What follows belongs to an exercise in optimizing a design on an open flow for small area and a short achievable clock period; a production flow would make more cautious choices.
Only simulation tests tie the RTL to the original design; equivalence was not proved.
No activity file was given, so power comes from the tool's default toggle rates.

Design matmul, start of the top module:
module matmul(A,B,y,clk);
    input logic [31:0] A;
    input logic [31:0] B;
    output logic [31:0] y;
    input logic clk;
    logic [7:0] y00, y01, y10, y11;
    matmul_dot2 u00 (.a0(A[31:24]), .b0(B[31:24]), .a1(A[23:16]), .b1(B[15:8]), .y(y00));
    matmul_dot2 u01 (.a0(A[31:24]), .b0(B[23:16]), .a1(A[23:16]), .b1(B[7:0]),  .y(y01));
    matmul_dot2 u10 (.a0(A[15:8]),  .b0(B[31:24]), .a1(A[7:0]),   .b1(B[15:8]), .y(y10));
    matmul_dot2 u11 (.a0(A[15:8]),  .b0(B[23:16]), .a1(A[7:0]),   .b1(B[7:0]),  .y(y11));
    always_ff @(posedge clk)
        y <= {y00, y01, y10, y11};
endmodule
Size in the first run: about 800 cells after synthesis, roughly 0.0068 mm² of cells after synthesis.
export LEC_CHECK = 0
export CAP_MARGIN = 20
export CORE_MARGIN = 2
export CORE_UTILIZATION = 40
export CTS_BUF_LIST = sky130_fd_sc_hd__clkbuf_4 sky130_fd_sc_hd__clkbuf_8
export SLEW_MARGIN = 20
export SYNTH_HIERARCHICAL = 1
export SYNTH_MINIMUM_KEEP_SIZE = 0
create_clock -name core_clock -period 10.0 [get_ports {clk}]
standard.sh (not shown) runs the stock make flow with config.mk's settings and CLKGATE_MAP_FILE= SYNTH_SCRIPT=/design/flow/synth_recipe.tcl, a recipe that flattens the netlist after the stock synthesis.
==> flow/flow/run.sh <==
#!/bin/bash
# The standard layout (standard.sh) with two changes:
# - buffer_ports gives every port a sky130_fd_sc_hd__buf_6 buffer instead of the delay-buffer
#   cell it picks by default;
# - after global placement, flow/size2.tcl sets each cell that is not near-critical to the smallest drive strength
#   of its family that keeps the worst setup slack, and
#   gives the output ports buf_1 buffers.
# Each tool's full output is in the ORFS logs under orfs/logs; make's output
# is in standard.log.
set -e
export BUFFER_PORTS_ARGS="-buffer_cell sky130_fd_sc_hd__buf_6"
export POST_GLOBAL_PLACE_TCL="$(pwd)/flow/size2.tcl"
bash standard.sh  finish > standard.log 2>&1
Other scripts of this flow, unchanged in this note and not shown: flow/flow/size2.tcl
The starting point finished with timing, DRC and antenna clean.
Rerun with:
--- a/flow/config.mk
+++ b/flow/config.mk
@@ -9,4 +9,4 @@
 export CORE_MARGIN = 2
-export CORE_UTILIZATION = 40
-export CTS_BUF_LIST = sky130_fd_sc_hd__clkbuf_4 sky130_fd_sc_hd__clkbuf_8
+export CORE_UTILIZATION = 60
+export PLACE_DENSITY = 0.75
 export SLEW_MARGIN = 20
- area after synthesis does not change
- count of clock-buffer cells in the layout goes up by 1
- total power goes up by a few percent
- flip-flop and latch count stays the same
- cell area goes down slightly
- worst hold slack gains 0.047 ns
- combinational power is about the same
- routed wire length goes up by a few percent
Rerun with:
--- a/flow/config.mk
+++ b/flow/config.mk
@@ -9,4 +9,3 @@
 export CORE_MARGIN = 2
-export CORE_UTILIZATION = 60
-export PLACE_DENSITY = 0.75
+export CORE_UTILIZATION = 40
 export SLEW_MARGIN = 20
Effect:
- total power shrinks by about 1.7%
- first-iteration DRC count shrinks by about 17%
- non-clock buffer count is unchanged
- routed wire length shrinks by 2.4%
- worst setup slack gains 0.034 ns
- combinational power hardly moves
Rerun with:
--- a/flow/config.mk
+++ b/flow/config.mk
@@ -10,2 +10,4 @@
 export CORE_UTILIZATION = 40
+export CTS_BUF_LIST = sky130_fd_sc_hd__clkbuf_8
+export PLACE_DENSITY = 0.75
 export SLEW_MARGIN = 20
Outcome:
- The new run went through all stages and came out clean
- cell count hardly moves
- via count is higher by 2.3%
- clock power is lower by 32%
- worst setup slack gets better by 0.0088 ns
- die area stays the same
- critical path depth is higher by 1
- routed wire length is lower by 2.6%
- synthesized cell count stays the same
- final area is lower by 0.91%
- sequential power barely changes
- core utilization is lower by 0.41 points
Rerun with:
--- a/flow/config.mk
+++ b/flow/config.mk
@@ -11,3 +11,2 @@
 export CTS_BUF_LIST = sky130_fd_sc_hd__clkbuf_8
-export PLACE_DENSITY = 0.75
 export SLEW_MARGIN = 20
Maximum frequency went up by 0.78%.
Sequential cell count is unchanged.
Global-route usage went up by 0.75 points.
Utilization hardly moves.
Via count went down by 2.3%.
Setup slack gets better by 0.034 ns.
Sequential share of layout area is about the same.
Design area barely changes.
Total power went down by 0.62%.
Wire length went up by 2.1%.

==> afterwards: timing with drivers on the ports <==
The results above use ideal ports. As a check the final layouts listed here were re-extracted and re-timed, cells and wires unchanged. Step 1 assumes that a clkbuf_16 drives the clock port and a buf_2 every other input. Step 2 moves the port delays by t, midway between the first and last clock arrival at a register: inputs arrive t later, outputs are due t later. That takes back most of the time a late clock gives input paths. Three values: ideal, step 1, step 2; two values: the first two.
run	t (ns)	setup WS [ns]	worst setup path after step 2	latest minus earliest clock arrival (ns)	pins driven straight from the clock port
the first run	0.345	5.689 / 5.695 / 5.351	input to register	0.012 / 0.013	1
the second run	0.312	5.618 / 5.615 / 5.302	input to register	0.009 / 0.009	1
the third run	0.332	5.652 / 5.663 / 5.331	input to register	0.007 / 0.007	1
the fourth run	0.329	5.661 / 5.659 / 5.330	input to register	0.008 / 0.007	1
the fifth run	0.345	5.694 / 5.707 / 5.363	input to register	0.013 / 0.013	1
After both steps setup and hold are still met in every run listed. The setup slack of the first run, which loses most, moves by +0.006 ns with the drivers and by -0.338 ns with both steps.
